Context: an optimization exercise on an open-source flow, tuned for small area and a short achievable clock period. The choices shown serve that exercise and are no tape-out recipe. In this exercise RTL edits were held to simulation tests only and were not proved equivalent to the original. Power is estimated from default activity; no workload was simulated.

// neurona_capa_1
module neurona_capa_1(
    weight_0, weight_1, weight_2, weight_3, weight_4, weight_5, weight_6, weight_7, weight_8, weight_9, weight_10, weight_11, weight_12, weight_13, weight_14, weight_15, weight_16, weight_17, weight_18, weight_19, weight_20, weight_21, weight_22, weight_23, weight_24, weight_25, weight_26, weight_27, weight_28, weight_29, weight_30, weight_31, weight_32, weight_33, weight_34, weight_35, weight_36, weight_37, weight_38, weight_39, weight_40, weight_41, weight_42, weight_43, weight_44, weight_45, weight_46, weight_47, weight_48,
    pixel_0, pixel_1, pixel_2, pixel_3, pixel_4, pixel_5, pixel_6, pixel_7, pixel_8, pixel_9, pixel_10, pixel_11, pixel_12, pixel_13, pixel_14, pixel_15, pixel_16, pixel_17, pixel_18, pixel_19, pixel_20, pixel_21, pixel_22, pixel_23, pixel_24, pixel_25, pixel_26, pixel_27, pixel_28, pixel_29, pixel_30, pixel_31, pixel_32, pixel_33, pixel_34, pixel_35, pixel_36, pixel_37, pixel_38, pixel_39, pixel_40, pixel_41, pixel_42, pixel_43, pixel_44, pixel_45, pixel_46, pixel_47, pixel_48,
    clk, out
);
Size in the first run: ~100 flip-flops, ~11,000 µm² of cells after synthesis.
Settings: LEC_CHECK=0, CAP_MARGIN=20, CORE_MARGIN=2, CORE_UTILIZATION=40, CTS_BUF_LIST=sky130_fd_sc_hd__clkbuf_4 sky130_fd_sc_hd__clkbuf_8, SLEW_MARGIN=20, SYNTH_HIERARCHICAL=1, SYNTH_MINIMUM_KEEP_SIZE=0; clock period 8.0 ns.
standard.sh (not shown) runs the stock make flow with config.mk's settings and CLKGATE_MAP_FILE= SYNTH_SCRIPT=/design/flow/synth_recipe.tcl, a recipe that flattens the netlist after the stock synthesis.
==> flow/flow/run.sh <==
#!/bin/bash
# Own layout flow: the standard flow (standard.sh, unchanged synthesis),
# with two changes: the port buffers buffer_ports inserts are buf_1 cells
# (timing repair resizes them where needed), and the setup repair margin is
# 4.4 ns for the pre-placement repair in floorplan and 4.7 ns for the
# repairs after clock-tree synthesis and global routing, so that gates are
# upsized from placed timing rather than from the wire-less estimate.
set -euo pipefail
export BUFFER_PORTS_ARGS="-buffer_cell sky130_fd_sc_hd__buf_1"
SETUP_SLACK_MARGIN=4.4 bash standard.sh synth floorplan > standard_floorplan.log 2>&1
SETUP_SLACK_MARGIN=4.7 bash standard.sh > standard.log 2>&1
Change:
==> flow/flow/run.sh (replaced) <==
#!/bin/bash
# Own layout flow: the standard flow (standard.sh, unchanged synthesis),
# except that the port buffers buffer_ports inserts are buf_1 cells rather
# than the default it picks; timing repair resizes them where needed.
set -euo pipefail
export BUFFER_PORTS_ARGS="-buffer_cell sky130_fd_sc_hd__buf_1"
bash standard.sh > standard.log 2>&1
Settings changed: SETUP_SLACK_MARGIN set to 4.6.
Result: The new run completed without violations. Clock skew stays flat. Setup slack is worse by 0.091 ns. Sequential power is about the same. Non-clock buffer count does not change. Synthesized cell count does not change.
Change:
Settings changed: SETUP_SLACK_MARGIN 4.6 to 4.75.
The changed run finished clean.
Hold slack loses 0.024 ns.
Design area is higher by about 3.3%.
Flip-flop and latch count stays the same.
Change:
Settings changed: ABC_CLOCK_PERIOD_IN_PS set to 1500, SETUP_SLACK_MARGIN 4.75 to 4.7.
Sequential power went up slightly.
Worst hold slack improves by 0.014 ns.
Core utilization decreases by 0.37 points.
Design area decreases slightly.
Routed wire length climbs slightly.
Combinational power fell slightly.
Global-route usage went down by 0.13 points.
First-iteration DRC count rises by about a fifth.
Cell count barely changes.
Total power is lower slightly.
Sequential share of layout area is higher by 0.12 points.

* * *

Another version of the RTL of neurona_capa_1 (not shown whole).
For scale: about 990 cells after synthesis.
clock: 8.0 ns
lec_check: 0
cap_margin: 20
core_margin: 2
core_utilization: 40
cts_buf_list: sky130_fd_sc_hd__clkbuf_4 sky130_fd_sc_hd__clkbuf_8
place_density: 0.8
setup_slack_margin: 4.7
slew_margin: 20
synth_hierarchical: 1
synth_minimum_keep_size: 0
==> flow/flow/run.sh <==
#!/bin/bash
# Own layout flow: the standard flow (standard.sh, unchanged synthesis),
# except that the port buffers buffer_ports inserts are buf_1 cells rather
# than the default it picks; timing repair resizes them where needed.
set -euo pipefail
export BUFFER_PORTS_ARGS="-buffer_cell sky130_fd_sc_hd__buf_1"
bash standard.sh > standard.log 2>&1
The first run produced a clean layout.
Next try:
CORE_UTILIZATION = 60   (was 40)
CTS_BUF_LIST = unset   (was sky130_fd_sc_hd__clkbuf_4 sky130_fd_sc_hd__clkbuf_8)
PLACE_DENSITY = unset   (was 0.8)
After rerunning: Worst hold slack gets better by 0.0050 ns. Worst setup slack loses 0.038 ns. Sequential share of layout area barely changes. Clock-buffer cell count stays the same. Fmax decreases slightly.
Next try:
CORE_UTILIZATION = 40   (was 60)
CTS_BUF_LIST = sky130_fd_sc_hd__clkbuf_4 sky130_fd_sc_hd__clkbuf_8   (was unset)
Effect: Total power went down by 7.4%; register-to-register slack gets worse by 0.02 ns; maximum frequency went up by 1.1%; die area went up by 48%; via count went down by 5.8%.

* * *

== oak ==
neurona_capa_1 with an RTL version that a note above also has.
For scale: ~960 cells after synthesis, roughly 100 flip-flops, roughly 11000 um2 of cells after synthesis.
// neurona_capa_1
module neurona_capa_1(
    weight_0, weight_1, weight_2, weight_3, weight_4, weight_5, weight_6, weight_7, weight_8, weight_9, weight_10, weight_11, weight_12, weight_13, weight_14, weight_15, weight_16, weight_17, weight_18, weight_19, weight_20, weight_21, weight_22, weight_23, weight_24, weight_25, weight_26, weight_27, weight_28, weight_29, weight_30, weight_31, weight_32, weight_33, weight_34, weight_35, weight_36, weight_37, weight_38, weight_39, weight_40, weight_41, weight_42, weight_43, weight_44, weight_45, weight_46, weight_47, weight_48,
    pixel_0, pixel_1, pixel_2, pixel_3, pixel_4, pixel_5, pixel_6, pixel_7, pixel_8, pixel_9, pixel_10, pixel_11, pixel_12, pixel_13, pixel_14, pixel_15, pixel_16, pixel_17, pixel_18, pixel_19, pixel_20, pixel_21, pixel_22, pixel_23, pixel_24, pixel_25, pixel_26, pixel_27, pixel_28, pixel_29, pixel_30, pixel_31, pixel_32, pixel_33, pixel_34, pixel_35, pixel_36, pixel_37, pixel_38, pixel_39, pixel_40, pixel_41, pixel_42, pixel_43, pixel_44, pixel_45, pixel_46, pixel_47, pixel_48,
    clk, out
);
==> flow/config.mk <==
export PLATFORM = sky130hd
export DESIGN_NAME = neurona_capa_1
export DESIGN_NICKNAME = neurona_capa_1
export VERILOG_FILES = /design/flow/design.v
export SDC_FILE = /design/flow/constraint.sdc
export NUM_CORES = 4
export LEC_CHECK = 0
export CAP_MARGIN = 20
export CORE_MARGIN = 2
export CORE_UTILIZATION = 50
export CTS_BUF_LIST = sky130_fd_sc_hd__clkbuf_4 sky130_fd_sc_hd__clkbuf_8
export SETUP_SLACK_MARGIN = 4.7
export SLEW_MARGIN = 20
export SYNTH_HIERARCHICAL = 1
export SYNTH_MINIMUM_KEEP_SIZE = 0
==> flow/constraint.sdc <==
create_clock -name core_clock -period 8.0 [get_ports {clk}]
set_input_delay 1.6000 -clock core_clock [delete_from_list [all_inputs] [get_ports {clk}]]
set_output_delay 1.6000 -clock core_clock [all_outputs]
set_load 0.01 [all_outputs]
Scripts as last shown in full above: flow/flow/run.sh
oak finished all stages; the layout is clean.
For pine, these inputs were changed with respect to oak:
- SETUP_SLACK_MARGIN: 4.7 -> unset
- CORE_UTILIZATION: 50 -> 40
==> flow/flow/run.sh <==
#!/bin/bash
# Own layout flow: the standard flow (standard.sh, unchanged synthesis),
# with two changes: the port buffers buffer_ports inserts are buf_1 cells
# (timing repair resizes them where needed), and the setup repair margin is
# 0 ns for the pre-placement repair in floorplan and 5.0 ns for the
# repairs after clock-tree synthesis and global routing, so that gates are
# upsized from placed timing rather than from the wire-less estimate.
set -euo pipefail
export BUFFER_PORTS_ARGS="-buffer_cell sky130_fd_sc_hd__buf_1"
SETUP_SLACK_MARGIN=0 bash standard.sh synth floorplan > standard_floorplan.log 2>&1
SETUP_SLACK_MARGIN=5.0 bash standard.sh > standard.log 2>&1
Findings:
Compared with oak, number of rows created at floorplan in pine increased by more than 10%.
Taking oak as the reference, in pine clock power shows an increase of about 8%, total iterations of the first detailed-routing run shows an increase of 2, fraction of the mapped netlist area in simple logic gates shows no meaningful change, total wire length shows an increase of 10%, flop-to-flop setup slack shows an increase of 170 ps.
Taking oak as 1.0, pine lands at 0.821 on DRC violation total after the first TritonRoute iteration.
pine against oak: part of the total power dissipated in the clock network went down by 0.4 points, number of diodes went down by 1, cell area went up by 1600 um2.
[inputs] birch vs pine
--- a/flow/flow/run.sh
+++ b/flow/flow/run.sh
@@ -5 +5 @@
-# 0 ns for the pre-placement repair in floorplan and 5.0 ns for the
+# 0 ns for the pre-placement repair in floorplan and 4.7 ns for the
@@ -11 +11 @@
-SETUP_SLACK_MARGIN=5.0 bash standard.sh > standard.log 2>&1
+SETUP_SLACK_MARGIN=4.7 bash standard.sh > standard.log 2>&1
## What came out
Across birch and pine, the outcome is the same: a clean finish for every run. birch and pine ended up with nearly the same final worst clock skew. Max setup slack across birch and pine: pine. The area growth from synthesis to final layout in birch was lower than what pine gave. Looking only at fraction of area in registers, and setting everything else aside, the lower value of birch and pine goes to pine. Delta (birch minus pine): sum of internal, switching and leakage power decreased about 10%; count of plain and timing-repair buffers decreased about 2.2%; cell area after layout decreased about 12%; portion of total power attributed to the clock network increased 0.6 points. Diff pine..birch | routability congestion estimate | unchanged. Across both runs, largest incremental delay on the critical path was higher for birch than for pine.

port drivers added, routing unchanged:
How much do the figures lean on ideal ports? The routed layouts below were timed once more, with nothing changed but the port constraints.
Step 1 assumes that a clkbuf_16 drives the clock port and a buf_2 every other input.
Step 2 adds t to the input delays and takes it off the output delays; t is the mean of the earliest and latest rising clock arrival at the registers after step 1. Input paths then give back, and output paths get back, about the clock's delay inside the block.
a / b / c = ideal ports / drivers / drivers and shift; a / b = the first two.
run	t, ns	slack for setup (ns)	hold slack, ns	worst setup path after step 2
the first run of note 1	0.407	4.725 / 4.736 / 4.329	0.531 / 0.531 / 0.531	input to register
the second run of note 1	0.414	4.634 / 4.642 / 4.239	0.536 / 0.536 / 0.536	input to register
the third run of note 1	0.417	4.698 / 4.698 / 4.369	0.511 / 0.511 / 0.511	input to register
the fourth run of note 1	0.412	4.727 / 4.684 / 4.330	0.525 / 0.525 / 0.525	input to register
the first run of note 2	0.413	4.697 / 4.668 / 4.255	0.527 / 0.527 / 0.527	input to register
the second run of note 2	0.401	4.659 / 4.641 / 4.240	0.532 / 0.532 / 0.532	input to register
the third run of note 2	0.408	4.695 / 4.707 / 4.299	0.524 / 0.524 / 0.524	input to register
oak	0.413	4.629 / 4.629 / 4.311	0.515 / 0.515 / 0.515	input to register
pine	0.406	4.799 / 4.799 / 4.434	0.532 / 0.532 / 0.532	input to register
birch	0.407	4.725 / 4.736 / 4.329	0.531 / 0.531 / 0.531	input to register
After both steps every run listed still meets setup and hold. The setup slack of the first run of note 2, which loses most, moves by -0.029 ns with the drivers and by -0.442 ns with both steps.
